Context: an optimization exercise on an open-source flow, tuned for small area and a short achievable clock period. The choices shown serve that exercise and are no tape-out recipe. Function was checked by simulation only, so behaviour that the tests miss may differ from the original. Power figures rest on the tool's default switching activity, not on a simulated workload.

### design/flow/design.v
module ALU(
  input  wire[3:0]  OPC,
  input  wire[15:0] IN1,
  input  wire[15:0] IN2,
  input  wire       ICF,
  output wire[15:0] OUT,
  output wire       OCF
);
  wire [15:0] lx = IN1 ^ IN2;
  wire [15:0] la = IN1 & IN2;
  reg  [15:0] G, P, Gn, Pn;
  integer i, l;
  always @(*) begin
    G = la;
    P = lx;
    for (l = 0; l < 4; l = l + 1) begin
      Gn = G; Pn = P;
      for (i = 0; i < 16; i = i + 1)
        if (i >= (1 << l)) begin
          Gn[i] = G[i] | (P[i] & G[i - (1 << l)]);
          Pn[i] = P[i] & P[i - (1 << l)];
        end
      G = Gn; P = Pn;
    end
  end
  wire [15:0] cc = G | (P & {16{ICF}});    
  wire [16:0] sum = {cc[15], lx ^ {cc[14:0], ICF}};
  wire [3:0]  sa   = IN2[3:0];
  wire        left = ~OPC[1];
  wire [3:0]  k    = sa ^ {4{left}};
  wire [15:0] r1 = k[0] ? {IN1[0],   IN1[15:1]} : IN1;
  wire [15:0] r2 = k[1] ? {r1[1:0],  r1[15:2]}  : r1;
  wire [15:0] r3 = k[2] ? {r2[3:0],  r2[15:4]}  : r2;
  wire [15:0] r4 = k[3] ? {r3[7:0],  r3[15:8]}  : r3;
  wire        fill = OPC[0] & IN1[15];
  wire [15:0] t;    
  wire [15:0] sh;
  genvar j;
  generate
    for (j = 0; j < 16; j = j + 1) begin : g_sh
      assign t[j]  = (j >= sa);
      assign sh[j] = left ? (t[j] & r4[(j+1)%16])
                          : (t[15-j] ? r4[j] : fill);
    end
  endgenerate
  wire        snz = |sa;
  wire selSum = ~OPC[3] & ~OPC[2] & OPC[0];
  wire cEn    = ~OPC[3] & ~OPC[2] & ~OPC[1] & OPC[0];
  wire selX   = ~OPC[3] &  OPC[2] & ~OPC[0];
  wire selA   = ~OPC[3] &  OPC[2] & (OPC[1] | OPC[0]);
  wire selSh  =  OPC[3];
  assign OUT = ({16{selSum}} & sum[15:0])
             | ({16{selX}}   & lx)
             | ({16{selA}}   & la)
             | ({16{selSh}}  & sh);
  assign OCF = (cEn & sum[16])
             | (selSh & snz & (left ? r4[1] : r4[15]));
endmodule
module DCPU(
  input  wire       CLK,
  input  wire       RST,
  input  wire       EN,
  input  wire       Start,
  output wire[7:0]  InstMemAddr,
  input  wire[15:0] Inst,
  output wire[7:0]  DataMemAddr,
  input  wire[15:0] DataIn,
  output wire       DataMemWE,
  output wire[15:0] DataOut
);
  localparam [4:0] NOP  = 5'b00000, HALT = 5'b00001, LOAD = 5'b00010,
                   STORE= 5'b00011, CMP  = 5'b00100, BE   = 5'b00101,
                   JUMP = 5'b00110, JMPR = 5'b00111, BZ   = 5'b01000,
                   BNZ  = 5'b01001, BN   = 5'b01010, BNN  = 5'b01011,
                   BC   = 5'b01100, BNC  = 5'b01101, BB   = 5'b01110,
                   BS   = 5'b01111, ADD  = 5'b10000, ADDI = 5'b10001,
                   ADDC = 5'b10010, SUB  = 5'b10011, SUBI = 5'b10100,
                   SUBB = 5'b10101, INC  = 5'b10110, LDIL = 5'b10111,
                   LDIH = 5'b11000, XOR  = 5'b11001, AND  = 5'b11010,
                   OR   = 5'b11011, SLL  = 5'b11100, SLA  = 5'b11101,
                   SRL  = 5'b11110, SRA  = 5'b11111;
  localparam [3:0] A_ZERO = 4'b0000, A_ADD = 4'b0001, A_SUB = 4'b0011,
                   A_XOR  = 4'b0100, A_AND = 4'b0101, A_OR  = 4'b0110,
                   A_SLL  = 4'b1000, A_SRL = 4'b1010, A_SRA = 4'b1011;
  reg        state;           
  reg [7:0]  PC;
  reg        PCSt;
  reg [1:0]  BrSt;
  reg [15:0] IDIR;
  reg [4:0]  EXop;            
  reg [2:0]  EXrd;            
  reg [3:0]  EXOP;            
  reg        EXCF;            
  reg [15:0] EXRA, EXRB, EXSD;
  reg [4:0]  MRop;
  reg [2:0]  MRrd;
  reg [15:0] MRRC;
  reg        MRCF;
  reg        MRDW;
  reg [15:0] MRSD;
  reg        WBwe;            
  reg        WBhalt;          
  reg [2:0]  WBrd;
  reg [15:0] WBRC;
  reg [15:0] GR [0:7];
  wire [15:0] ALUOUT;
  wire        ALUOCF;
  ALU ALUM(.OPC(EXOP), .IN1(EXRA), .IN2(EXRB), .ICF(EXCF),
           .OUT(ALUOUT), .OCF(ALUOCF));
  assign InstMemAddr = PC;
  assign DataMemAddr = MRRC[7:0];
  assign DataMemWE   = MRDW;
  assign DataOut     = MRSD;
  wire run = state;
  always @(posedge CLK, posedge RST)
    if (RST) state <= 1'b0;
    else if (!state) state <= EN & Start;
    else             state <= EN & ~WBhalt;
  wire ctrlInst = (Inst[15:14] == 2'b01) | (Inst[15:11] == BE) |
                  (Inst[15:11] == JUMP)  | (Inst[15:11] == JMPR);
  wire mrZ = (MRRC == 16'b0);
  wire mrN = MRRC[15];
  wire take = (MRop == JUMP) | (MRop == JMPR) |
              (((MRop == BZ) | (MRop == BE)) &  mrZ) |
              ((MRop == BNZ) & ~mrZ) |
              (((MRop == BN) | (MRop == BS)) &  mrN) |
              (((MRop == BNN) | (MRop == BB)) & ~mrN) |
              ((MRop == BC)  &  MRCF) |
              ((MRop == BNC) & ~MRCF);
  wire stall = (Inst == 16'h0002) & ~PCSt;
  wire [15:0] nI   = (BrSt == 2'b00) ? Inst : 16'b0;
  wire [4:0]  nop  = nI[15:11];
  wire        nImm8 = (nop == BE) | (nop == JMPR) | (nop[4:3] == 2'b01) |
                      (nop == ADDI) | (nop == SUBI);
  wire [2:0]  nA   = nImm8 ? nI[10:8] : nI[6:4];
  wire [2:0]  nB   = (nop == STORE) ? nI[10:8] : nI[2:0];
  wire        wEX  = IDIR[15];
  wire        wMR  = EXop[4] | (EXop == LOAD);
  wire        wWB  = MRop[4] | (MRop == LOAD);
  wire        nSt   = (nop == STORE);
  wire        nLdi  = (nop == JUMP) | (nop == LDIL) | (nop == LDIH);
  wire        nRegB = ~((nop == LOAD) | nSt | nImm8 | nLdi | (nop == INC));
  reg         fAEX, fAMR, fAWB, fBEX, fBMR, fBWB;
  reg  [7:0]  IDa, IDb;       
  reg         IDregA;         
  reg         IDregB;         
  reg         IDst;           
  always @(posedge CLK, posedge RST)
    if (RST) begin
      fAEX <= 1'b0; fAMR <= 1'b0; fAWB <= 1'b0;
      fBEX <= 1'b0; fBMR <= 1'b0; fBWB <= 1'b0;
      IDa <= 8'b1; IDb <= 8'b1;
      IDregA <= 1'b1; IDregB <= 1'b1; IDst <= 1'b0;
    end else if (run) begin
      IDa    <= 8'b1 << nA;
      IDb    <= 8'b1 << nB;
      IDregA <= ~nLdi;
      IDregB <= nRegB;
      IDst   <= nSt;
      fAEX <= wEX & (nA == IDIR[10:8]);
      fAMR <= wMR & (nA == EXrd);
      fAWB <= wWB & (nA == MRrd);
      fBEX <= wEX & (nB == IDIR[10:8]);
      fBMR <= wMR & (nB == EXrd);
      fBWB <= wWB & (nB == MRrd);
    end
  always @(posedge CLK, posedge RST)
    if (RST) begin
      IDIR <= 16'b0; PC <= 8'b0; PCSt <= 1'b0; BrSt <= 2'b0;
    end else if (run) begin
      IDIR <= (BrSt == 2'b00) ? Inst : 16'b0;
      BrSt <= (BrSt == 2'b00) ? {1'b0, ctrlInst} : BrSt + 2'b01;
      if (take) begin
        PC <= MRRC[7:0]; PCSt <= 1'b0;
      end else if (stall) begin
        PCSt <= 1'b1;
      end else begin
        if (BrSt == 2'b00) PC <= PC + 8'd1;
        PCSt <= 1'b0;
      end
    end
  wire [4:0] iop = IDIR[15:11];
  wire [2:0] r1  = IDIR[10:8];
  wire [2:0] r2  = IDIR[6:4];
  wire [2:0] r3  = IDIR[2:0];
  wire d_ls    = (iop == LOAD) | (iop == STORE);
  wire d_store = (iop == STORE);
  wire d_imm8  = (iop == BE) | (iop == JMPR) | (iop[4:3] == 2'b01) |
                 (iop == ADDI) | (iop == SUBI);
  wire d_ldi   = (iop == JUMP) | (iop == LDIL) | (iop == LDIH);
  wire d_inc   = (iop == INC);
  wire regAu = IDregA;
  wire wbA   = fAWB & WBwe;
  wire wbB   = fBWB & WBwe;
  wire sAEX  = regAu & fAEX;
  wire sAMRa = regAu & ~fAEX & fAMR &  MRop[4];
  wire sAMRl = regAu & ~fAEX & fAMR & ~MRop[4];
  wire sAWB  = regAu & ~fAEX & ~fAMR & wbA;
  wire sAGR  = regAu & ~fAEX & ~fAMR & ~wbA;
  wire regBu = 1'b1;
  wire sBEX  = regBu & fBEX;
  wire sBMRa = regBu & ~fBEX & fBMR &  MRop[4];
  wire sBMRl = regBu & ~fBEX & fBMR & ~MRop[4];
  wire sBWB  = regBu & ~fBEX & ~fBMR & wbB;
  wire sBGR  = regBu & ~fBEX & ~fBMR & ~wbB;
  reg [15:0] grA, grB;
  integer n;
  always @(*) begin
    grA = 16'b0; grB = 16'b0;
    for (n = 0; n < 8; n = n + 1) begin
      grA = grA | ({16{IDa[n]}} & GR[n]);
      grB = grB | ({16{IDb[n]}} & GR[n]);
    end
  end
  wire [15:0] fwdA = ({16{sAEX}}  & ALUOUT) | ({16{sAMRa}} & MRRC) |
                     ({16{sAMRl}} & DataIn) | ({16{sAWB}}  & WBRC) | ({16{sAGR}} & grA);
  wire [15:0] oB   = ({16{sBMRa}} & MRRC) |
                     ({16{sBMRl}} & DataIn) | ({16{sBWB}}  & WBRC) | ({16{sBGR}} & grB);
  wire [15:0] immB = d_ls               ? {12'b0, IDIR[3:0]} :
                     (iop == LDIH)      ? {IDIR[7:0], 8'b0}  :
                     (d_imm8 | d_ldi)   ? {8'b0, IDIR[7:0]}  : 16'b0;
  reg [3:0] dop;
  always @(*)
    case (iop)
      CMP:                    dop = A_ZERO;
      SUB, SUBI, SUBB:        dop = A_SUB;
      XOR:                    dop = A_XOR;
      AND:                    dop = A_AND;
      OR:                     dop = A_OR;
      SLL, SLA:               dop = A_SLL;
      SRL:                    dop = A_SRL;
      SRA:                    dop = A_SRA;
      default:                dop = A_ADD;
    endcase
  wire dsub = (dop == A_SUB);
  wire bEXr = sBEX & IDregB;     
  wire dcf = ((iop == ADDC) &  MRCF) | ((iop == SUBB) & ~MRCF) |
             (iop == SUB) | (iop == SUBI) | (iop == INC);
  always @(posedge CLK, posedge RST)
    if (RST) begin
      EXop <= 5'b0; EXrd <= 3'b0; EXOP <= A_ZERO; EXCF <= 1'b0;
      EXRA <= 16'b0; EXRB <= 16'b0; EXSD <= 16'b0;
    end else if (run) begin
      EXop <= iop;
      EXrd <= r1;
      EXOP <= dop;
      EXCF <= dcf;
      EXRA <= fwdA;
      EXRB <= ({16{bEXr}} & (ALUOUT ^ {16{dsub}})) |
              ({16{~bEXr}} & ((({16{IDregB}} & oB) | immB) ^ {16{dsub}}));
      EXSD <= ({16{sBEX & IDst}} & ALUOUT) | ({16{IDst}} & oB);
    end
  always @(posedge CLK, posedge RST)
    if (RST) begin
      MRop <= 5'b0; MRrd <= 3'b0; MRRC <= 16'b0; MRCF <= 1'b0;
      MRDW <= 1'b0; MRSD <= 16'b0;
    end else if (run) begin
      MRop <= EXop;
      MRrd <= EXrd;
      MRRC <= ALUOUT;
      MRCF <= ALUOCF;
      MRDW <= (EXop == STORE);
      MRSD <= EXSD;
    end
  always @(posedge CLK, posedge RST)
    if (RST) begin
      WBwe <= 1'b0; WBhalt <= 1'b0; WBrd <= 3'b0; WBRC <= 16'b0;
    end else begin
      WBwe   <= run & wWB;
      WBhalt <= run & (MRop == HALT);
      WBrd   <= MRrd;
      WBRC   <= (MRop == LOAD) ? DataIn : MRRC;
    end
  genvar g;
  generate
    for (g = 0; g < 8; g = g + 1) begin : g_gr
      always @(posedge CLK, posedge RST)
        if (RST)                              GR[g] <= 16'b0;
        else if (run & WBwe & (WBrd == g))    GR[g] <= WBRC;
    end
  endgenerate
endmodule
### design/flow/run.sh
#!/bin/bash
# synth_recipe.tcl (not shown) runs the flow's synth.tcl, then flattens the netlist and writes it again
# the make line also repeats each setting of config.mk as NAME=value (left out here)
make -C /OpenROAD-flow-scripts/flow DESIGN_CONFIG=/design/flow/config.mk WORK_HOME=/design/flow/orfs CLKGATE_MAP_FILE= SYNTH_SCRIPT=/design/flow/synth_recipe.tcl finish
### design/flow/config.mk
export PLATFORM = sky130hd
export DESIGN_NAME = DCPU
export DESIGN_NICKNAME = DCPU
export VERILOG_FILES = /design/flow/design.v
export SDC_FILE = /design/flow/constraint.sdc
export NUM_CORES = 4
export LEC_CHECK = 0
export ABC_AREA = 0
export CAP_MARGIN = 20
export CORE_MARGIN = 2
export CORE_UTILIZATION = 40
export SETUP_SLACK_MARGIN = 2.6
export SLEW_MARGIN = 20
### design/flow/constraint.sdc
create_clock -name core_clock -period 5.0 [get_ports {CLK}]
set_input_delay 1.0000 -clock core_clock [delete_from_list [all_inputs] [get_ports {CLK}]]
set_output_delay 1.0000 -clock core_clock [all_outputs]
set_load 0.01 [all_outputs]
==> flow_metrics.py, run 1 <==
metrics = {
    "floorplan": {
        "dieArea_sq_mm": 0.04869,
        "core-area_sq_mm": 0.04646,
        "die_h_microns": 220.7,
        "rows": 79,
        "die_width_microns": 220.7,
        "ios": 69,
        "start_util_pct": 40.42,
    },
    "synth": {
        "synth_area_leaders": "dfrtp_1 (40%), mux2_2 (11%), a22oi_1 (4.4%)",
        "synth_flop_cell": "dfrtp_1",
        "syn_inst": 1905,
        "synth_seq_cells": 305,
        "yosysTopAreaCellShare_pct": 40.11,
        "async_flop_share_pct": 100.0,
        "synth_area_sq_mm": 0.01878,
        "yosys_warnings": 3,
        "synth.most_common_cell": "dfrtp_1",
        "synth_area_leader_cell": "dfrtp_1",
        "postSynthAreaPerCell_sq_um": 9.857,
        "yosysSeqAreaShare_pct": 40.67,
        "synth_edf_count": 0,
        "syn_nets": 1961,
        "synth_cell_types": 93,
        "synth_commonest_cells": "dfrtp_1 (301), mux2_2 (183), clkbuf_1 (130), nor2_1 (119), nand2_1 (118)",
    },
    "setup_path": {
        "cp_slowest_cell": "dfrtp_4",
        "critPathMaxStageDelay_ns": 0.50,
        "path_class": "flop to flop",
        "critical_path.cell_chain": "buf_4, buf_12, or2_1, mux4_2, a21boi_4, buf_6, o31ai_2, o221ai_2, a31oi_2, xnor2_2, a21oi_2",
        "critPathLaunchType": "flop",
        "cp.arrival_ns": 3.34,
        "cp.required_ns": 5.41,
        "cp_max_fo": 11,
        "critPathTopFamily": "compound AO/OA/AOI/OAI gates",
        "path_buf_inv": 3,
        "critPathCaptureType": "flop",
    },
    "route": {
        "dr.pass1.iters": 7,
        "drt-initial-drc-count": 2233,
        "wl_mm": 72.66,
        "drcViolationCount": 0,
        "wl_per_cell_microns": 27.63,
        "vias_per_cell": 6.762,
        "routed-via-count": 17790,
        "ant_nets": 0,
    },
    "clock_tree": {
        "clkTransAtPathRegs_ns": 0.06,
        "cts_buffers": 36,
        "cts_max_path_buffers": 3,
        "postCtsHoldBufs": 0,
        "clk_latency_ns": 0.58,
        "cts_sinks": 305,
        "tritoncts": "yes",
        "root_buffer": "clkbuf_16",
        "cts_htree_levels": 2,
    },
    "timing": {
        "rsz0062_at_grt": "yes",
        "maxSlewHeadroom_pct": 24.31,
        "worstMarginPinSlew_ns": 1.130,
        "finalMaxSlewViolations": 0,
        "setup_viol": 0,
        "skew_ns": 0.02817,
        "period_minus_slack_ns": 2.926,
        "max_freq_ghz": 0.3417,
        "min_period_over_period_pct": 58.52,
        "hold_viol": 0,
        "tns_ns": 0,
    },
    "grt": {
        "antenna_found_initial": 3,
        "overflow": 0,
        "grt_max_degree": 110,
        "grtUsageTotal_pct": 29.16,
        "grt_pass1_wl_mm": 107.8,
        "grt_pass1_vias": 17030,
    },
    "outcome": {
        "status": "no timing/DRC/antenna violations",
    },
    "placement": {
        "dp.cells": 2424,
        "postPlaceCellArea_sq_mm": 0.01989,
        "port_buffers": 68,
        "gp_congestion": 0.9807,
        "dp_hpwl_mm": 45.61,
    },
    "layout": {
        "areaGrowthSynthToFinish_pct": 25.99,
        "fillCellCount": 4126,
        "layout.nets": 2053,
        "drive_gt1_share_pct": 32.76,
        "final_cell_area_sq_mm": 0.02366,
        "stdcell_count": 2630,
    },
    "job": {
        "cap_violations": 0,
    },
    "min_path": {
        "hold_class": "flop to flop",
    },
    "pwr": {
        "p_leak_uw": 0.009646,
        "peakVddDrop_uv": 339.7,
        "power.density_mw_per_mm2": 618.5,
    },
}
where the power goes:
part | total (uW) | switching, uW | internal [uW] | leakage, uW
Combinational | 7420 | 4010 | 3400 | 0.00510
Clock | 2710 | 1140 | 1570 | 0.000576
Sequential | 4500 | 1320 | 3180 | 0.00397
Total | 14600 | 6480 | 8150 | 0.00965
routing by layer:
layer  up-vias  share of wire [%]  track usage (%)
met3       300                8.9            5.924
li1       7493                  -                -
met2      1106                 45            45.31
met4         4                5.9            14.07
met1      8882                 40            38.89
met5         -              0.033                0
worst paths after layout:
check | from | end | slack, ns | cells after the start
max in group asynchronous | RST | EXOP[1] | 3.11 | 3
min reg2reg | MRSD[13] | MRSD[13] | 0.50 | 1
min | MRSD[13] | MRSD[13] | 0.50 | 1
min in group asynchronous | RST | PC[7] | 0.77 | 2
max | EXOP[1] | EXRB[8] | 2.07 | 11
max reg2reg | EXOP[1] | EXRB[8] | 2.07 | 11
registers in the layout, summed over array words and instances (netlist names), 4 cells and up:
| signal | cells |
|---|---|
| PC | 8 |
| GR | 128 |
| IDa | 8 |
| EXRB | 16 |
| IDIR | 16 |
| EXRA | 16 |
| WBRC | 16 |
| EXop | 5 |
| MRSD | 16 |
| EXOP | 4 |
| MRRC | 16 |
| MRop | 5 |
| IDb | 8 |
| EXSD | 16 |
layout by cell type (no fill, tap or decap), drive strengths merged, types with 29 or more instances in the layout:
master	count
a21oi	87
nand2	118
nand3	32
clkdlybuf4s50	29
dfrtp	301
nor2b	31
dlygate4sd2	32
a31oi	43
a221oi	46
inv	36
clkbuf	52
mux2	192
buf	172
nor2	119
mux2i	57
o21ai	92
a22o	33
a22oi	109
final cells by class:
class | instances | area (sq um) | area share [%]
Multi-Input combinational cell | 1373 | 11560 | 48.86
Sequential cell | 305 | 7695 | 32.53
Timing Repair Buffer | 241 | 2280 | 9.636
Clock buffer | 45 | 984.7 | 4.162
Tap cell | 607 | 759.5 | 3.210
Clock inverter | 17 | 207.7 | 0.8779
Inverter | 40 | 166.4 | 0.7034
Antenna cell | 2 | 5.005 | 0.02116
cells by family (layout without fill, tap and decap cells):
kind of cell	Yosys count	count (layout)	share of synthesized area, %
AND/OR/NAND/NOR	431	431	11.23
buffers and inverters	227	343	5.031
AO/OA/AOI/OAI	636	636	24.90
flip-flops	305	305	40.67
XOR/XNOR	31	31	1.486
multiplexers	255	255	15.31
adder cells (fa/ha/maj)	20	20	1.373
other	0	2	0
repair_timing:
action	in CTS	in global routing
buffers inserted	105	33
gates cloned	1	3
setup endpoints to repair	161	126
pin swaps	76	66
resized for setup	267	106
stage by stage:
step	setup WS (ns)	utilization [%]	hold WS [ns]	total power, uW
final	2.074	50.92	0.5020	14630
after CTS	2.173	49.31	0.4984	13750
after detailed placement	1.385	42.81	0.4832	9648
after global placement	1.422	42.81	0.4888	9589
after floorplan	-0.05372	-	0.4242	7777
after global routing	2.035	50.92	0.5175	15200
==> run 2, diff against run 1 <==
==> design/flow/config.mk (replaced) <==
export PLATFORM = sky130hd
export DESIGN_NAME = DCPU
export DESIGN_NICKNAME = DCPU
export VERILOG_FILES = /design/flow/design.v
export SDC_FILE = /design/flow/constraint.sdc
export NUM_CORES = 4
export LEC_CHECK = 0
export ABC_AREA = 1
export CAP_MARGIN = 20
export CORE_MARGIN = 2
export CORE_UTILIZATION = 40
export SETUP_SLACK_MARGIN = 2.7
export SLEW_MARGIN = 20
==> run 2 against run 1 <==
Still clean on timing, DRC and antenna. Utilization is 0.38 points higher. Register-to-register slack improved by 0.43 ns. Global-route usage grew 1.3 points. Total power down 6.4%. Clock power decreased by 5%. Synthesized cell count rose by 31%. Synthesized area shrank 4.7%. Combinational power down 4.0%. Fmax grew 17%. Non-clock buffer count shrank 75.
==> flow_metrics.py, run 2 <==
metrics = {
    "outcome": {
        "status": "no timing/DRC/antenna violations",
    },
    "clock_tree": {
        "cts_htree_levels": 2,
        "clk_latency_ns": 0.55,
        "cts_sinks": 305,
        "clkTransAtPathRegs_ns": 0.06,
        "postCtsHoldBufs": 0,
        "cts_buffers": 34,
        "tritoncts": "yes",
        "root_buffer": "clkbuf_16",
        "cts_max_path_buffers": 3,
    },
    "placement": {
        "postPlaceCellArea_sq_mm": 0.01895,
        "dp.cells": 3047,
        "dp_hpwl_mm": 48.31,
        "port_buffers": 68,
        "gp_congestion": 1.032,
    },
    "timing": {
        "skew_ns": 0.02698,
        "tns_ns": 0,
        "max_freq_ghz": 0.4004,
        "whs_ns": 0.4261,
        "worstMarginPinSlew_ns": 1.026,
        "setup_viol": 0,
        "finalMaxSlewViolations": 0,
        "maxSlewHeadroom_pct": 31.61,
        "min_period_over_period_pct": 49.95,
        "hold_viol": 0,
        "period_minus_slack_ns": 2.498,
        "rsz0062_at_grt": "yes",
    },
    "synth": {
        "synth_flop_cell": "dfrtp_1",
        "synth_commonest_cells": "nand2_1 (825), dfrtp_1 (301), o21ai_0 (275), nand3_1 (251), inv_1 (215)",
        "synth_area_leader_cell": "dfrtp_1",
        "postSynthAreaPerCell_sq_um": 7.164,
        "synth.most_common_cell": "nand2_1",
        "yosysSeqAreaShare_pct": 42.66,
        "syn_nets": 2555,
        "yosys_warnings": 3,
        "synth_area_leaders": "dfrtp_1 (42%), nand2_1 (17%), o21ai_0 (7.7%)",
        "synth_edf_count": 0,
        "syn_inst": 2499,
        "synth_area_sq_mm": 0.01790,
        "synth_cell_types": 51,
        "async_flop_share_pct": 100.0,
        "synth_seq_cells": 305,
        "yosysTopAreaCellShare_pct": 42.07,
    },
    "layout": {
        "num_antenna_cells": 0,
        "drive_gt1_share_pct": 20.76,
        "areaGrowthSynthToFinish_pct": 26.73,
        "final_common_cell": "nand2_1",
        "stdcell_count": 3188,
        "top_register": "GR",
        "final_cell_mix": "nand2_1 (746), dfrtp_1 (265), o21ai_0 (255)",
        "final_cell_area_sq_mm": 0.02269,
        "layout.nets": 2628,
        "largest_register_ffs": 128,
    },
    "route": {
        "vias_per_cell": 5.951,
        "highest_layer": "met5",
        "drcViolationCount": 0,
        "dr.pass1.iters": 9,
        "wl_mm": 72.57,
        "ant_nets": 0,
        "met3WireLength_mm": 6.986,
        "met2_length_mm": 31.50,
        "drt-initial-drc-count": 2302,
        "wl_per_cell_microns": 22.76,
        "routed-via-count": 18970,
        "wl_met1_mm": 30.55,
    },
    "grt": {
        "grt_pass1_vias": 18040,
        "overflow": 0,
        "grt_pass1_wl_mm": 109.4,
        "grtUsageTotal_pct": 30.42,
        "grt_max_degree": 89,
        "antenna_found_initial": 1,
    },
    "setup_path": {
        "cp_max_fo": 16,
        "critPathLaunchType": "flop",
        "cp.required_ns": 5.37,
        "cp.arrival_ns": 2.87,
        "path_class": "flop to flop",
        "critPathCaptureType": "flop",
        "r2r_cells": 4,
    },
    "pwr": {
        "p_leak_uw": 0.01017,
        "peakVddDrop_uv": 281.2,
        "power.density_mw_per_mm2": 603.4,
        "p_total_uw": 13690,
    },
    "min_path": {
        "hold_class": "flop to flop",
        "hold_depth": 0,
    },
    "floorplan": {
        "rows": 77,
        "ios": 69,
        "die_width_microns": 215.6,
        "dieArea_sq_mm": 0.04646,
        "start_util_pct": 40.48,
        "core-area_sq_mm": 0.04422,
        "die_h_microns": 215.6,
    },
    "job": {
        "cap_violations": 0,
    },
}
-- run 2: cell count changes after synthesis, sizes merged, moves of 57 or more --
cell	before	now
a22oi	109	4
inv	39	220
mux2	192	0
mux2i	57	0
nand2	118	832
nand3	32	253
o21ai	92	292
-- run 2: kinds of logic after synthesis --
family,after synthesis,share of synthesized area (%)
buf+inv,353,7.940
fa+ha+maj,20,1.440
flops,305,42.66
simple gates,1249,29.04
compound gates,555,17.77
xor+xnor,17,1.146
-- run 2: worst paths after layout --
path | endpoint | startpoint | slack [ns]
max in group asynchronous | EXRB[4] | RST | 3.05
min reg2reg | WBrd[1] | MRrd[1] | 0.43
max | EXRA[3] | IDa[5] | 2.50
min in group asynchronous | GR[0][13] | RST | 0.97
min | WBrd[1] | MRrd[1] | 0.43
max reg2reg | EXRA[3] | IDa[5] | 2.50
-- run 2: routing by layer --
metal / vias up / GRT usage (%)
met3: 234 / 5.356
met5: - / 0
met4: 2 / 13.45
met2: 1057 / 45.78
met1: 9159 / 42.89
li1: 8520 / -
-- run 2: stage by stage --
step | util (%) | setup WS (ns)
6_report | 51.31 | 2.502
5_1_grt | 51.31 | 2.505
4_1_cts | 49.10 | 2.596
3_5_place_dp | 42.85 | 1.593
3_3_place_gp | 42.82 | 1.634
2_1_floorplan | - | -0.05372
-- run 2: where the power goes --
part	internal, uW	leakage (uW)	switching, uW
clock	1500	0.000554	1060
sequential	3100	0.00403	906
combinational	2480	0.00558	4640
-- run 2: worst max-delay path, cell delays in order, from the launching register on --
cell and delay [ns]:
dfrtp_1 0.77, a221oi_1 0.44, a21oi_1 0.20, a2111oi_1 0.78
a21oi_1 0.14
-- run 2: area by class of cell --
cell class	instances	area (sq um)
well taps	592	740.7
inverters	221	889.6
flip-flops and latches	305	7701
repair inverters	1	8.758
repair buffers	166	1562
clock inverters	9	113.9
clock buffers	51	1006
fillers	4254	21530
multi-input cells	1843	10670
-- run 2: repair_timing --
item	CTS	global route
setup endpoints to repair	196	123
pin swaps	62	62
hold endpoints to repair	0	0
gates resized for setup	320	214
cloned	4	0
setup buffers	58	19
==> run 3, diff against run 2 <==
--- a/design/flow/config.mk
+++ b/design/flow/config.mk
@@ -9,5 +9,5 @@
 export CAP_MARGIN = 20
 export CORE_MARGIN = 2
 export CORE_UTILIZATION = 40
-export SETUP_SLACK_MARGIN = 2.7
+export SETUP_SLACK_MARGIN = 2.8
 export SLEW_MARGIN = 20
==> run 3 against run 2 <==
Worst setup slack gained 0.055 ns. Utilization grew 1.2 points. Combinational power shrank 2%. Fmax grew 2.3%. Routed wire length shrank 0.46%. Die area is the same. First-iteration DRC count grew 0.83%. Via count grew 0.93%. Sequential power is essentially flat. Critical path type unchanged. Critical endpoint is now EXRB[8].
==> flow_metrics.py, run 3 <==
metrics = {
    "synth": {
        "syn_nets": 2555,
        "synth_flop_cell": "dfrtp_1",
        "synth_edf_count": 0,
        "synth_area_leader_cell": "dfrtp_1",
        "yosysSeqAreaShare_pct": 42.66,
        "postSynthAreaPerCell_sq_um": 7.164,
        "async_flop_share_pct": 100.0,
        "synth.most_common_cell": "nand2_1",
        "yosysTopAreaCellShare_pct": 42.07,
        "synth_commonest_cells": "nand2_1 (825), dfrtp_1 (301), o21ai_0 (275), nand3_1 (251), inv_1 (215)",
        "synth_cell_types": 51,
        "yosys_warnings": 3,
        "syn_inst": 2499,
        "synth_seq_cells": 305,
        "synth_area_leaders": "dfrtp_1 (42%), nand2_1 (17%), o21ai_0 (7.7%)",
        "synth_area_sq_mm": 0.01790,
    },
    "pwr": {
        "p_sw_uw": 6420,
        "sequentialPowerShare_pct": 29.3,
        "swShare_pct": 47.18,
        "p_clk_share_pct": 19.5,
        "peakVddDrop_uv": 303.5,
        "p_leak_uw": 0.01042,
        "share_comb_of_total_power_pct": 51.2,
        "power.density_mw_per_mm2": 585.8,
        "p_total_uw": 13610,
        "power.internal_uw": 7188,
    },
    "timing": {
        "tns_ns": 0,
        "maxSlewHeadroom_pct": 33.28,
        "period_minus_slack_ns": 2.442,
        "max_freq_ghz": 0.4095,
        "rsz0062_at_grt": "yes",
        "setup_viol": 0,
        "hold_viol": 0,
        "min_period_over_period_pct": 48.84,
        "whs_ns": 0.4615,
        "skew_ns": 0.02189,
        "worstMarginPinSlew_ns": 1.001,
        "finalMaxSlewViolations": 0,
    },
    "floorplan": {
        "rows": 77,
        "die_width_microns": 215.6,
        "ios": 69,
        "dieArea_sq_mm": 0.04646,
        "die_h_microns": 215.6,
        "start_util_pct": 40.48,
        "core-area_sq_mm": 0.04422,
    },
    "clock_tree": {
        "root_buffer": "clkbuf_16",
        "tritoncts": "yes",
        "cts_htree_levels": 2,
        "cts_max_path_buffers": 3,
        "clk_latency_ns": 0.54,
        "clkTransAtPathRegs_ns": 0.06,
        "cts_sinks": 305,
        "cts_buffers": 35,
    },
    "placement": {
        "gp_congestion": 0.9997,
        "dp_hpwl_mm": 46.95,
        "postPlaceCellArea_sq_mm": 0.01898,
        "port_buffers": 68,
    },
    "setup_path": {
        "cp.arrival_ns": 2.85,
        "crit_start": "EXRB[1]",
        "critPathLaunchType": "flop",
        "reg2reg_slack_ns": 2.56,
        "path_class": "flop to flop",
        "cp_max_fo": 8,
        "reg2reg_from": "EXRB[1]",
        "r2r_cells": 15,
        "endpoint": "EXRB[8]",
        "r2r_end": "EXRB[8]",
        "cp.required_ns": 5.41,
        "critPathCaptureType": "flop",
    },
    "job": {
        "cap_violations": 0,
    },
    "layout": {
        "multi_input_area_sq_mm": 0.01077,
        "final_cell_area_sq_mm": 0.02323,
        "drive_gt1_share_pct": 23.51,
        "fillCellCount": 4113,
        "largest_register_ffs": 128,
        "num_antenna_cells": 0,
        "post-route-util_pct": 52.53,
        "area.sequential_sq_mm": 0.007699,
        "final_cell_mix": "nand2_1 (736), dfrtp_1 (265), o21ai_0 (245)",
        "top_register": "GR",
        "areaGrowthSynthToFinish_pct": 29.75,
        "layout.nets": 2667,
        "final_common_cell": "nand2_1",
    },
    "route": {
        "wl_mm": 72.24,
        "drt-initial-drc-count": 2321,
        "wl_per_cell_microns": 22.37,
        "dr.pass1.iters": 7,
        "drcViolationCount": 0,
        "ant_nets": 0,
        "routed-via-count": 19150,
        "vias_per_cell": 5.930,
    },
    "grt": {
        "grtUsageTotal_pct": 30.62,
        "grt_pass1_vias": 18300,
        "overflow": 0,
        "grt_pass1_wl_mm": 109.8,
        "antenna_found_initial": 0,
        "grt_max_degree": 75,
    },
    "min_path": {
        "hold_class": "flop to flop",
    },
    "outcome": {
        "status": "no timing/DRC/antenna violations",
    },
}
[run 3: cell counts after synthesis]
No cell type changed its count.
[run 3: power groups by stage]
stage	Clock, uW	Combinational [uW]	Sequential (uW)
after detailed placement	0	4650	3980
after CTS	2690	6360	3930
after floorplan	0	3410	3480
after global routing	2790	7450	4050
after global placement	0	4610	3980
final	2660	6970	3980
[run 3: per-stage QoR]
stage / cells / worst slack (ns)
2_1_floorplan: 2499 / -0.05372
3_3_place_gp: 3048 / 1.762
3_5_place_dp: 3048 / 1.703
4_1_cts: 3201 / 2.593
5_1_grt: 3229 / 2.480
6_report: 3229 / 2.558
[run 3: worst min-delay path by stage]
| stage | depth (start not counted) | endpoint | startpoint | slack (ns) |
|---|---|---|---|---|
| after floorplan | 0 | WBrd[1] | MRrd[1] | 0.37 |
| after global placement | 0 | WBrd[1] | MRrd[1] | 0.44 |
| after detailed placement | 0 | WBrd[1] | MRrd[1] | 0.44 |
| after CTS | 0 | WBrd[1] | MRrd[1] | 0.46 |
| after global routing | 0 | WBrd[1] | MRrd[1] | 0.47 |
| final | 0 | WBrd[1] | MRrd[1] | 0.46 |
[run 3: layout make-up]
type / count / area share [%]
Tap cell: 592 / 3.189
Timing Repair Buffer: 203 / 8.322
Clock inverter: 11 / 0.5494
Timing Repair inverter: 2 / 0.05925
Clock buffer: 52 / 4.568
Sequential cell: 305 / 33.14
Inverter: 221 / 3.819
Multi-Input combinational cell: 1843 / 46.35
[run 3: per-layer routing]
metal | vias to the layer above | GRT usage, % | routed length, microns
li1 | 8620 | - | -
met1 | 9172 | 43.10 | 30170
met2 | 1110 | 46.06 | 31230
met3 | 246 | 5.018 | 6974
met4 | 0 | 14.44 | 3858
met5 | - | 0 | 0
[run 3: kinds of logic after synthesis]
| group | synth area share [%] |
|---|---|
| buf+inv | 7.940 |
| compound gates | 17.77 |
| simple gates | 29.04 |
| fa+ha+maj | 1.440 |
| flops | 42.66 |
| xor+xnor | 1.146 |
[run 3: critical path, cell delays in order (launching register included)]
cell and delay [ns]:
dfrtp_4 0.54, buf_8 0.16, buf_12 0.12, xnor2_4 0.19, buf_12 0.17, nand3_2 0.11, nand3_2 0.13, nand3_2 0.12
nand3_1 0.11, nand2_1 0.08, nand2_2 0.10, nand3_1 0.17, nand2_1 0.10, nand2_1 0.05, nand3_1 0.09, nand2_1 0.06
[run 3: timing repair]
item / CTS / global route
cloned: 5 / 2
pin swaps: 92 / 43
hold buffers: 0 / 0
setup endpoints to repair: 163 / 178
resized for setup: 499 / 119
buffers inserted: 85 / 26
==> run 4, diff against run 3 <==
--- a/design/flow/config.mk
+++ b/design/flow/config.mk
@@ -8,6 +8,6 @@
 export ABC_AREA = 1
 export CAP_MARGIN = 20
 export CORE_MARGIN = 2
-export CORE_UTILIZATION = 40
-export SETUP_SLACK_MARGIN = 2.8
+export CORE_UTILIZATION = 50
+export SETUP_SLACK_MARGIN = 2.6
 export SLEW_MARGIN = 20
==> run 4 against run 3 <==
Global-route usage increased by 5.0 points. Utilization increased by 8.3 points. Critical path type unchanged. Fmax increased by 2.8%.
==> flow_metrics.py, run 4 <==
metrics = {
    "synth": {
        "synth_xor_area_share_pct": 1.146,
        "yosysSeqAreaShare_pct": 42.66,
        "syn_inst": 2499,
        "synth.most_common_cell": "nand2_1",
        "synth_cell_types": 51,
        "synth_area_leader_cell": "dfrtp_1",
        "synth_mux_area_share_pct": 0,
        "synth_area_leaders": "dfrtp_1 (42%), nand2_1 (17%), o21ai_0 (7.7%)",
        "synthAdderAreaFrac_pct": 1.440,
        "synth-compound-area-share_pct": 17.77,
        "synth_edf_count": 0,
        "synth_area_sq_mm": 0.01790,
        "synth_top_family_by_area": "simple AND/OR/NAND/NOR gates",
        "syn_nets": 2555,
        "yosysTopAreaCellShare_pct": 42.07,
        "yosys.area_share.simple_pct": 29.04,
        "synth_seq_cells": 305,
        "postSynthAreaPerCell_sq_um": 7.164,
        "synth_commonest_cells": "nand2_1 (825), dfrtp_1 (301), o21ai_0 (275), nand3_1 (251), inv_1 (215)",
        "yosys_warnings": 3,
        "synth_flop_cell": "dfrtp_1",
        "async_flop_share_pct": 100.0,
    },
    "floorplan": {
        "core-area_sq_mm": 0.03540,
        "rows": 69,
        "ios": 69,
        "die_h_microns": 193.2,
        "die_width_microns": 193.2,
        "dieArea_sq_mm": 0.03733,
        "start_util_pct": 50.58,
    },
    "timing": {
        "rsz0062_at_grt": "yes",
        "hold_viol": 0,
        "min_period_over_period_pct": 47.53,
        "setup_viol": 0,
        "max_freq_ghz": 0.4208,
        "worstMarginPinSlew_ns": 1.026,
        "finalMaxSlewViolations": 0,
        "skew_ns": 0.02266,
        "tns_ns": 0,
        "maxSlewHeadroom_pct": 31.57,
        "period_minus_slack_ns": 2.377,
    },
    "setup_path": {
        "path_buf_inv": 2,
        "critPathCaptureType": "flop",
        "r2r_cells": 15,
        "cp_max_fo": 8,
        "cp.arrival_ns": 2.77,
        "cp.required_ns": 5.40,
        "path_depth": 15,
        "path_class": "flop to flop",
        "critPathLaunchType": "flop",
        "critPathMaxStageDelay_ns": 0.54,
        "crit_top_cell": "nand2_1",
        "critPathTopFamily": "simple AND/OR/NAND/NOR gates",
        "critical_path.cell_chain": "ha_4, buf_6, nand2_4, nor2_4, nor2_4, o21ai_4, nand2_2, nand2_1, nand2_1, nand3_1, nand2_1, inv_2, nand2_4, a21oi_4, o21ai_1",
        "cp_slowest_cell": "dfrtp_2",
    },
    "min_path": {
        "hold_depth": 0,
        "hold_class": "flop to flop",
    },
    "grt": {
        "grt_max_degree": 105,
        "grt_pass1_vias": 17330,
        "overflow": 0,
        "grt_pass1_wl_mm": 103.2,
        "antenna_found_initial": 1,
        "grtUsageTotal_pct": 35.65,
    },
    "clock_tree": {
        "clkTransAtPathRegs_ns": 0.06,
        "cts_max_path_buffers": 3,
        "cts_buffers": 36,
        "root_buffer": "clkbuf_16",
        "cts_sinks": 305,
        "tritoncts": "yes",
        "clk_latency_ns": 0.56,
        "cts_htree_levels": 2,
    },
    "job": {
        "cap_violations": 0,
    },
    "pwr": {
        "peakVddDrop_uv": 423.1,
        "p_leak_uw": 0.009869,
        "power.density_mw_per_mm2": 579.5,
        "p_total_uw": 12470,
    },
    "layout": {
        "layout.nets": 2616,
        "top_register": "GR",
        "num_antenna_cells": 0,
        "final_common_cell": "nand2_1",
        "final_cell_mix": "nand2_1 (787), o21ai_0 (265), dfrtp_1 (260)",
        "areaGrowthSynthToFinish_pct": 20.21,
        "largest_register_ffs": 128,
        "drive_gt1_share_pct": 15.16,
    },
    "outcome": {
        "status": "no timing/DRC/antenna violations",
    },
    "placement": {
        "gp_congestion": 0.9558,
        "port_buffers": 68,
        "dp_hpwl_mm": 46.81,
    },
    "route": {
        "wl_mm": 68.18,
        "dr.pass1.iters": 7,
        "routed-via-count": 18590,
        "vias_per_cell": 6.100,
        "ant_nets": 0,
        "drt-initial-drc-count": 2027,
        "wl_per_cell_microns": 22.37,
        "drcViolationCount": 0,
    },
}
## run 4: cell types whose count changed in the layout (fill, tap and decap cells not counted), sizes merged
cell           delta
buf              -61
dlygate4sd2      +29
clkdlybuf4s15    -18
clkbuf            -4
clkdlybuf4s50     +3
clkinv            +2
clkinvlp          -2
dlymetal6s2s      +2
bufinv            -1
inv               -1
## run 4: metal layers
metal,global-route usage (%),routed length [microns],vias up
met4,14.93,3179,0
li1,-,-,8494
met1,50.75,28060,8876
met2,53.60,30080,1027
met5,0,0,-
met3,6.555,6858,189
## run 4: stage by stage
stage	util [%]	cells	setup WS, ns	instance area (sq um)	hold slack, ns
after global routing	60.80	3047	2.517	21520	0.4312
after CTS	58.03	3010	2.499	20540	0.4263
after floorplan	-	2499	-0.05372	17910	0.3744
after detailed placement	52.98	2916	1.744	18750	0.4040
after global placement	52.98	2916	1.788	18750	0.4206
final	60.80	3047	2.623	21520	0.4204
## run 4: what timing repair did
item                                   4_1_cts  5_1_grt
pin swaps                                   10       53
setup endpoints to repair                  126       89
endpoints found under the hold margin        0        0
setup buffers                               29       33
gates cloned                                 1        4
hold buffers                                 0        0
resized for setup                          127      189
## run 4: worst paths after layout
kind / slack, ns / to / from
max reg2reg: 2.62 / EXSD[11] / EXRB[0]
min reg2reg: 0.42 / WBrd[1] / MRrd[1]
max in group asynchronous: 2.97 / state / RST
min in group asynchronous: 0.91 / GR[0][13] / RST
max: 2.62 / EXSD[11] / EXRB[0]
min: 0.42 / WBrd[1] / MRrd[1]
## run 4: cell type report
type                       count  area, sq um
timing repair buffer         151         1386
fill                        3304        13880
inverter                     221        874.6
timing repair inverter         2        13.76
sequential                   305         7707
clock buffer                  55         1105
clock inverter                 9        83.83
tap                          461        576.8
multi-input combinational   1843         9772
## run 4: logic make-up (layout without fill, tap and decap cells)
family / count (synthesis) / after routing
fa+ha+maj: 20 / 20
xor+xnor: 17 / 17
buf+inv: 353 / 438
simple gates: 1249 / 1251
compound gates: 555 / 555
flops: 305 / 305
## run 4: where the power goes
part	leakage, uW	total (uW)	internal [uW]	switching, uW
combinational	0.00526	5760	1990	3770
clock	0.000587	2650	1580	1080
sequential	0.00402	4060	3100	961
total	0.00987	12500	6660	5810
==> run 5, diff against run 4 <==
--- a/design/flow/design.v
+++ b/design/flow/design.v
@@ -141,7 +141,7 @@
   wire        nLdi  = (nop == JUMP) | (nop == LDIL) | (nop == LDIH);
   wire        nRegB = ~((nop == LOAD) | nSt | nImm8 | nLdi | (nop == INC));
   reg         fAEX, fAMR, fAWB, fBEX, fBMR, fBWB;
-  reg  [7:0]  IDa, IDb;       
+  reg  [2:0]  IDa, IDb;       
   reg         IDregA;         
   reg         IDregB;         
   reg         IDst;           
@@ -149,11 +149,11 @@
     if (RST) begin
       fAEX <= 1'b0; fAMR <= 1'b0; fAWB <= 1'b0;
       fBEX <= 1'b0; fBMR <= 1'b0; fBWB <= 1'b0;
-      IDa <= 8'b1; IDb <= 8'b1;
+      IDa <= 3'b0; IDb <= 3'b0;
       IDregA <= 1'b1; IDregB <= 1'b1; IDst <= 1'b0;
     end else if (run) begin
-      IDa    <= 8'b1 << nA;
-      IDb    <= 8'b1 << nB;
+      IDa    <= nA;
+      IDb    <= nB;
       IDregA <= ~nLdi;
       IDregB <= nRegB;
       IDst   <= nSt;
@@ -208,8 +208,8 @@
   always @(*) begin
     grA = 16'b0; grB = 16'b0;
     for (n = 0; n < 8; n = n + 1) begin
-      grA = grA | ({16{IDa[n]}} & GR[n]);
-      grB = grB | ({16{IDb[n]}} & GR[n]);
+      grA = grA | ({16{IDa == n}} & GR[n]);
+      grB = grB | ({16{IDb == n}} & GR[n]);
     end
   end
   wire [15:0] fwdA = ({16{sAEX}}  & ALUOUT) | ({16{sAMRa}} & MRRC) |
--- a/design/flow/config.mk
+++ b/design/flow/config.mk
@@ -8,6 +8,6 @@
 export ABC_AREA = 1
 export CAP_MARGIN = 20
 export CORE_MARGIN = 2
-export CORE_UTILIZATION = 50
+export CORE_UTILIZATION = 40
 export SETUP_SLACK_MARGIN = 2.6
 export SLEW_MARGIN = 20
==> run 5 against run 4 <==
Still clean. Synthesized cell count is 0.12% higher. Non-clock buffer count rose by 34. Critical path depth shrank 6. Utilization is 11 points lower. Via count increased by 1.9%. Combinational power up 14%. Total power up 2.6%. Worst hold slack better by 0.016 ns. Die area rose by 23%. First-iteration DRC count up 3.7%. Critical path type unchanged. Largest cell class unchanged.
==> flow_metrics.py, run 5 <==
metrics = {
    "placement": {
        "gp_congestion": 1.072,
        "dp_hpwl_mm": 46.57,
        "port_buffers": 68,
        "dp.cells": 3061,
    },
    "setup_path": {
        "path_class": "flop to flop",
        "critical_path.cell_chain": "nor2_1, nand2_2, inv_1, nand2_1, o21ai_0, a21oi_1, a31oi_1, a211oi_1, a31oi_1",
        "cp_max_fo": 13,
        "critPathLaunchType": "flop",
        "critPathCaptureType": "flop",
        "crit_top_cell": "a31oi_1",
        "cp_slowest_cell": "dfrtp_1",
        "critPathMaxStageDelay_ns": 0.56,
        "cp.required_ns": 5.38,
        "cp.arrival_ns": 2.85,
    },
    "timing": {
        "finalMaxSlewViolations": 0,
        "max_freq_ghz": 0.4051,
        "rsz0062_at_grt": "yes",
        "min_period_over_period_pct": 49.37,
        "maxSlewHeadroom_pct": 43.68,
        "skew_ns": 0.01170,
        "worstMarginPinSlew_ns": 0.8439,
        "tns_ns": 0,
        "setup_viol": 0,
        "period_minus_slack_ns": 2.469,
        "hold_viol": 0,
    },
    "layout": {
        "stdcell_count": 3221,
        "drive_gt1_share_pct": 16.32,
        "area.sequential_sq_mm": 0.007425,
        "areaGrowthSynthToFinish_pct": 24.40,
        "final_common_cell": "nand2_1",
        "top_register": "GR",
        "num_antenna_cells": 0,
        "largest_register_ffs": 128,
        "fillCellCount": 4367,
        "multi_input_area_sq_mm": 0.009767,
        "final_cell_mix": "nand2_1 (642), dfrtp_1 (267), o21ai_0 (261)",
        "layout.nets": 2660,
    },
    "synth": {
        "synth_edf_count": 0,
        "synth_area_leader_cell": "dfrtp_1",
        "synth_area_sq_mm": 0.01768,
        "syn_nets": 2558,
        "synth.most_common_cell": "nand2_1",
        "async_flop_share_pct": 100.0,
        "synth_area_leaders": "dfrtp_1 (41%), nand2_1 (15%), nand3_1 (8.0%)",
        "synth_commonest_cells": "nand2_1 (699), dfrtp_1 (293), nand3_1 (282), inv_1 (277), o21ai_0 (267)",
        "synth_seq_cells": 295,
        "postSynthAreaPerCell_sq_um": 7.068,
        "synth_cell_types": 50,
        "synth_flop_cell": "dfrtp_1",
        "yosysSeqAreaShare_pct": 41.76,
        "syn_inst": 2502,
        "yosysTopAreaCellShare_pct": 41.46,
        "yosys_warnings": 3,
    },
    "clock_tree": {
        "postCtsHoldBufs": 0,
        "cts_max_path_buffers": 3,
        "root_buffer": "clkbuf_16",
        "clkTransAtPathRegs_ns": 0.06,
        "cts_htree_levels": 2,
        "tritoncts": "yes",
        "cts_sinks": 295,
        "cts_buffers": 34,
        "clk_latency_ns": 0.53,
    },
    "pwr": {
        "peakVddDrop_uv": 289.3,
        "power.density_mw_per_mm2": 581.5,
        "p_leak_uw": 0.009877,
    },
    "grt": {
        "grt_pass1_wl_mm": 104.2,
        "grt_pass1_vias": 17710,
        "grt_max_degree": 118,
        "grtUsageTotal_pct": 29.08,
        "overflow": 0,
        "antenna_found_initial": 0,
    },
    "route": {
        "wl_per_cell_microns": 21.50,
        "dr.pass1.iters": 8,
        "vias_per_cell": 5.881,
        "drcViolationCount": 0,
        "ant_nets": 0,
        "routed-via-count": 18940,
        "wl_mm": 69.26,
        "drt-initial-drc-count": 2103,
    },
    "job": {
        "cap_violations": 0,
    },
    "floorplan": {
        "core-area_sq_mm": 0.04393,
        "start_util_pct": 40.25,
        "ios": 69,
        "rows": 77,
        "dieArea_sq_mm": 0.04591,
        "die_width_microns": 214.3,
        "die_h_microns": 214.3,
    },
    "outcome": {
        "status": "no timing/DRC/antenna violations",
    },
    "min_path": {
        "hold_class": "flop to flop",
    },
}
run 5: cell count changes after synthesis, sizes merged, moves of 19 or more:
| cell | change |
|---|---|
| nand2 | -127 |
| inv | +61 |
| nand3 | +30 |
| o22ai | +25 |
| a21oi | +23 |
| clkbuf | -22 |
| nor2 | +19 |
run 5: what timing repair did:
action	CTS	global route
gates resized for setup	162	179
pin swaps	6	46
buffers inserted	51	43
gates cloned	2	3
endpoints found under the setup margin	165	76
run 5: cell families (layout without fill, tap and decap cells):
kind of cell / after synthesis / in the layout / synth area share (%)
xor+xnor: 20 / 20 / 1.033
simple gates: 1181 / 1183 / 28.07
buf+inv: 408 / 532 / 9.234
fa+ha+maj: 20 / 20 / 1.458
flops: 295 / 295 / 41.76
compound gates: 578 / 579 / 18.45
run 5: path summary, 6_finish.rpt:
kind / from / endpoint / slack, ns / depth (start not counted)
setup / recovery: IDa[1] / EXRA[0] / 2.53 / 9
hold / removal: MRrd[0] / WBrd[0] / 0.44 / 0
setup reg to reg: IDa[1] / EXRA[0] / 2.53 / 9
hold reg to reg: MRrd[0] / WBrd[0] / 0.44 / 0
max in group asynchronous: RST / state / 3.08 / 3
min in group asynchronous: RST / GR[2][9] / 0.86 / 2
run 5: where the power goes:
| group | switching [uW] | internal (uW) | total [uW] |
|---|---|---|---|
| Sequential | 616 | 2910 | 3520 |
| Combinational | 4430 | 2170 | 6590 |
| Clock | 1040 | 1640 | 2670 |
| Total | 6080 | 6710 | 12800 |
run 5: area by class of cell:
class                      instances  area share, %
multi-input combinational       1802          44.40
sequential                       295          33.75
timing repair buffer             185          7.735
inverter                         285          5.244
clock buffer                      54          5.090
tap                              592          3.367
clock inverter                     7         0.3868
timing repair inverter             1        0.02844
run 5: through the flow:
step | area, sq um | total power (uW) | hold slack, ns | setup slack (ns) | utilization (%)
final | 22000 | 12790 | 0.4364 | 2.531 | 50.07
after global routing | 22000 | 13500 | 0.4663 | 2.499 | 50.07
after CTS | 20880 | 11860 | 0.4396 | 2.548 | 47.53
after detailed placement | 18760 | 8656 | 0.4269 | 1.668 | 42.69
after global placement | 18750 | 8649 | 0.4157 | 1.620 | 42.69
after floorplan | 17690 | 6826 | 0.3919 | 0.08451 | -
run 5: critical path, delay by kind of cell (launching register included):
family / cells / cell delay, ns
AND/OR/NAND/NOR: 3 / 0.61
buffers and inverters: 1 / 0.25
AO/OA/AOI/OAI: 5 / 0.90
flip-flops: 1 / 0.56
run 5: routing by layer:
layer | GRT usage [%] | vias to the layer above | wire (microns) | share of wire, %
met5 | 0 | - | 0 | 0
met4 | 15.02 | 0 | 3893 | 5.6
met3 | 5.050 | 228 | 6693 | 9.7
met2 | 43.85 | 1135 | 29800 | 43
met1 | 40.13 | 8994 | 28870 | 42
li1 | - | 8586 | - | -
==> run 6, diff against run 5 <==
--- a/design/flow/design.v
+++ b/design/flow/design.v
@@ -141,7 +141,7 @@
   wire        nLdi  = (nop == JUMP) | (nop == LDIL) | (nop == LDIH);
   wire        nRegB = ~((nop == LOAD) | nSt | nImm8 | nLdi | (nop == INC));
   reg         fAEX, fAMR, fAWB, fBEX, fBMR, fBWB;
-  reg  [2:0]  IDa, IDb;       
+  reg  [7:0]  IDa, IDb;       
   reg         IDregA;         
   reg         IDregB;         
   reg         IDst;           
@@ -149,11 +149,11 @@
     if (RST) begin
       fAEX <= 1'b0; fAMR <= 1'b0; fAWB <= 1'b0;
       fBEX <= 1'b0; fBMR <= 1'b0; fBWB <= 1'b0;
-      IDa <= 3'b0; IDb <= 3'b0;
+      IDa <= 8'b1; IDb <= 8'b1;
       IDregA <= 1'b1; IDregB <= 1'b1; IDst <= 1'b0;
     end else if (run) begin
-      IDa    <= nA;
-      IDb    <= nB;
+      IDa    <= 8'b1 << nA;
+      IDb    <= 8'b1 << nB;
       IDregA <= ~nLdi;
       IDregB <= nRegB;
       IDst   <= nSt;
@@ -208,8 +208,8 @@
   always @(*) begin
     grA = 16'b0; grB = 16'b0;
     for (n = 0; n < 8; n = n + 1) begin
-      grA = grA | ({16{IDa == n}} & GR[n]);
-      grB = grB | ({16{IDb == n}} & GR[n]);
+      grA = grA | ({16{IDa[n] & GRV[n]}} & GR[n]);
+      grB = grB | ({16{IDb[n] & GRV[n]}} & GR[n]);
     end
   end
   wire [15:0] fwdA = ({16{sAEX}}  & ALUOUT) | ({16{sAMRa}} & MRRC) |
@@ -271,12 +271,16 @@
       WBrd   <= MRrd;
       WBRC   <= (MRop == LOAD) ? DataIn : MRRC;
     end
+  reg [7:0] GRV;
   genvar g;
   generate
     for (g = 0; g < 8; g = g + 1) begin : g_gr
+      wire wr = run & WBwe & (WBrd == g);
+      always @(posedge CLK)
+        if (wr) GR[g] <= WBRC;
       always @(posedge CLK, posedge RST)
-        if (RST)                              GR[g] <= 16'b0;
-        else if (run & WBwe & (WBrd == g))    GR[g] <= WBRC;
+        if (RST)     GRV[g] <= 1'b0;
+        else if (wr) GRV[g] <= 1'b1;
     end
   endgenerate
 endmodule
--- a/design/flow/config.mk
+++ b/design/flow/config.mk
@@ -9,5 +9,5 @@
 export CAP_MARGIN = 20
 export CORE_MARGIN = 2
 export CORE_UTILIZATION = 40
-export SETUP_SLACK_MARGIN = 2.6
+export SETUP_SLACK_MARGIN = 2.5
 export SLEW_MARGIN = 20
==> run 6 against run 5 <==
Final cell count is 5.9% lower. Synthesized area is 0.31% higher. Still clean. Via count is 6.6% lower. Synthesized cell count is 7.6% lower. Critical path depth is 8 lower. Clock skew is 0.011 ns higher. Highest routed layer unchanged. Routed wire length is 4.7% lower. Combinational power is 13% lower. Clock power is 5% lower.
==> flow_metrics.py, run 6 <==
metrics = {
    "outcome": {
        "status": "no timing/DRC/antenna violations",
    },
    "timing": {
        "min_period_over_period_pct": 49.75,
        "hold_viol": 0,
        "skew_ns": 0.02225,
        "setup_viol": 0,
        "rsz0062_at_grt": "yes",
        "worstMarginPinSlew_ns": 0.9918,
        "finalMaxSlewViolations": 0,
        "tns_ns": 0,
        "period_minus_slack_ns": 2.487,
        "setup_ws_ns": 2.513,
        "max_freq_ghz": 0.4020,
        "maxSlewHeadroom_pct": 33.74,
    },
    "floorplan": {
        "die_width_microns": 214.6,
        "rows": 77,
        "die_h_microns": 214.6,
        "ios": 69,
        "start_util_pct": 40.29,
        "dieArea_sq_mm": 0.04605,
        "core-area_sq_mm": 0.04403,
    },
    "setup_path": {
        "critPathLaunchType": "flop",
        "critPathMaxStageDelay_ns": 0.55,
        "cp_slowest_cell": "clkdlybuf4s50_1",
        "path_class": "flop to primary output",
        "cp.arrival_ns": 1.49,
        "cp_max_fo": 2,
        "cp.required_ns": 4.00,
        "path_buf_inv": 1,
        "critical_path.cell_chain": "clkdlybuf4s50_1",
        "critPathCaptureType": "primary output",
        "critPathTopFamily": "buffers and inverters",
    },
    "synth": {
        "yosys_warnings": 3,
        "synth_edf_count": 128,
        "synth.most_common_cell": "nand2_1",
        "synth_area_leader_cell": "dfrtp_1",
        "synth_cell_types": 46,
        "async_flop_share_pct": 59.11,
        "syn_nets": 2369,
        "synth_area_leaders": "dfrtp_1 (26%), edfxtp_1 (22%), nand2_1 (14%)",
        "synth_seq_cells": 313,
        "syn_inst": 2313,
        "postSynthAreaPerCell_sq_um": 7.669,
        "synth_commonest_cells": "nand2_1 (682), nand3_1 (279), inv_1 (266), o21ai_0 (201), dfrtp_1 (181)",
        "yosysTopAreaCellShare_pct": 25.53,
        "synth_flop_cell": "dfrtp_1",
        "synth_area_sq_mm": 0.01774,
        "yosysSeqAreaShare_pct": 47.80,
    },
    "pwr": {
        "power.density_mw_per_mm2": 572.1,
        "peakVddDrop_uv": 245.6,
        "p_leak_uw": 0.009386,
    },
    "route": {
        "wl_mm": 66.02,
        "ant_nets": 0,
        "drt-initial-drc-count": 2125,
        "dr.pass1.iters": 6,
        "routed-via-count": 17690,
        "drcViolationCount": 0,
        "vias_per_cell": 5.833,
        "wl_per_cell_microns": 21.78,
    },
    "clock_tree": {
        "cts_buffers": 35,
        "clk_latency_ns": 0.53,
        "cts_max_path_buffers": 3,
        "cts_htree_levels": 2,
        "cts_sinks": 313,
        "tritoncts": "yes",
        "postCtsHoldBufs": 0,
        "clkTransAtPathRegs_ns": 0.06,
        "root_buffer": "clkbuf_16",
    },
    "placement": {
        "port_buffers": 68,
        "gp_congestion": 0.9960,
        "dp_slack_ns": 1.578,
        "dp_hpwl_mm": 45.05,
    },
    "layout": {
        "fillCellCount": 4291,
        "top_register": "GR",
        "final_cell_mix": "nand2_1 (654), nand3_1 (260), inv_1 (252)",
        "multi_input_area_sq_mm": 0.008578,
        "drive_gt1_share_pct": 13.16,
        "area.sequential_sq_mm": 0.008519,
        "areaGrowthSynthToFinish_pct": 21.46,
        "num_antenna_cells": 0,
        "final_common_cell": "nand2_1",
        "layout.nets": 2472,
        "largest_register_ffs": 128,
    },
    "grt": {
        "antenna_found_initial": 0,
        "grt_max_degree": 86,
        "grt_pass1_wl_mm": 97.79,
        "overflow": 0,
        "grt_pass1_vias": 16340,
        "grtUsageTotal_pct": 27.63,
    },
    "job": {
        "cap_violations": 0,
    },
    "min_path": {
        "hold_class": "flop to flop",
    },
}
run 6: changes by cell type after synthesis, sizes merged, moves of 16 or more:
cell	change
a221oi	-20
dfrtp	-112
nor3	-16
o2111ai	+20
edfxtp	+128
nand2	-19
a21oi	-35
o22ai	-16
o21ai	-73
run 6: final cells by class:
cell class	count	area share, %
Sequential cell	313	39.54
Clock buffer	51	4.623
Tap cell	592	3.438
Inverter	274	5.035
Timing Repair Buffer	159	7.021
Multi-Input combinational cell	1632	39.82
Clock inverter	10	0.4820
Timing Repair inverter	1	0.04065
run 6: where the power goes:
group	switching, uW	leakage (uW)	internal (uW)	total [uW]
logic	3770	0.00528	1970	5730
registers	772	0.00356	3280	4050
clock network	1060	0.000538	1480	2540
total	5600	0.00939	6730	12300
run 6: per-stage QoR:
stage	util, %	cell area (sq um)	hold slack (ns)	cells	total power (uW)
finish	48.93	21540	0.4312	3032	12320
global route	48.93	21540	0.4505	3032	13010
CTS	46.84	20620	0.4343	2984	11630
detailed placement	43.00	18930	0.4115	2897	8741
global placement	43.00	18930	0.4272	2897	8702
floorplan	-	17740	0.3894	2313	7002
run 6: cells by family after synthesis:
| family | share of synthesized area [%] |
|---|---|
| xor gates and xnor gates | 0.8324 |
| buffers and inverters | 8.168 |
| DFF | 47.80 |
| and+or+nand+nor | 26.97 |
| adders and majority gates | 1.453 |
| AOI/OAI and AO/OA | 14.78 |
run 6: timing repair:
action,in CTS,in global routing
setup buffers,26,46
resized for setup,101,129
cloned,0,2
setup endpoints to repair,107,90
pin swaps,7,19
run 6: worst paths after layout:
path	slack, ns	depth (start not counted)	end	startpoint
min reg2reg	0.43	0	WBrd[2]	MRrd[2]
max reg2reg	2.53	6	EXRA[15]	IDa[2]
min	0.43	0	WBrd[2]	MRrd[2]
min in group asynchronous	1.06	2	MRRC[6]	RST
max	2.51	1	DataMemAddr[3]	MRRC[3]
max in group asynchronous	3.05	3	IDb[0]	RST
run 6: per-layer routing:
layer | global-route usage (%) | share of wire, %
met1 | 38.81 | 42
met2 | 42.18 | 44
met3 | 4.482 | 9.6
met4 | 12.20 | 4.5
met5 | 0 | 0

## separate check: timing with driven ports
In the flow no input, the clock included, has a driving cell. The finished layouts below were timed again as built, in two steps. Step 1: set_driving_cell puts a clkbuf_16 on CLK and a buf_2 on each other input, an assumption about the parent block. Step 2 times the ports against the registers' clock, not the clock port: input delays grow and output delays shrink by t, the midpoint of the rising clock arrivals with the driver on. Slacks: ideal / step 1 / step 2; pairs: ideal / step 1.
run	t, ns	setup WS [ns]	clock arrival spread, ns	cell pins on the clock port's net
run 1	0.617	2.074 / 2.074 / 1.794	0.028 / 0.028	1
run 2	0.585	2.502 / 2.502 / 2.121	0.027 / 0.027	1
run 3	0.587	2.558 / 2.558 / 2.271	0.022 / 0.022	1
run 4	0.603	2.623 / 2.612 / 2.193	0.023 / 0.023	1
run 5	0.578	2.531 / 2.531 / 2.179	0.012 / 0.012	1
run 6	0.579	2.513 / 2.456 / 2.066	0.022 / 0.022	1
After both steps every run listed still meets setup and hold. The setup slack of run 6, which loses most, moves by -0.057 ns with the drivers and by -0.447 ns with both steps.
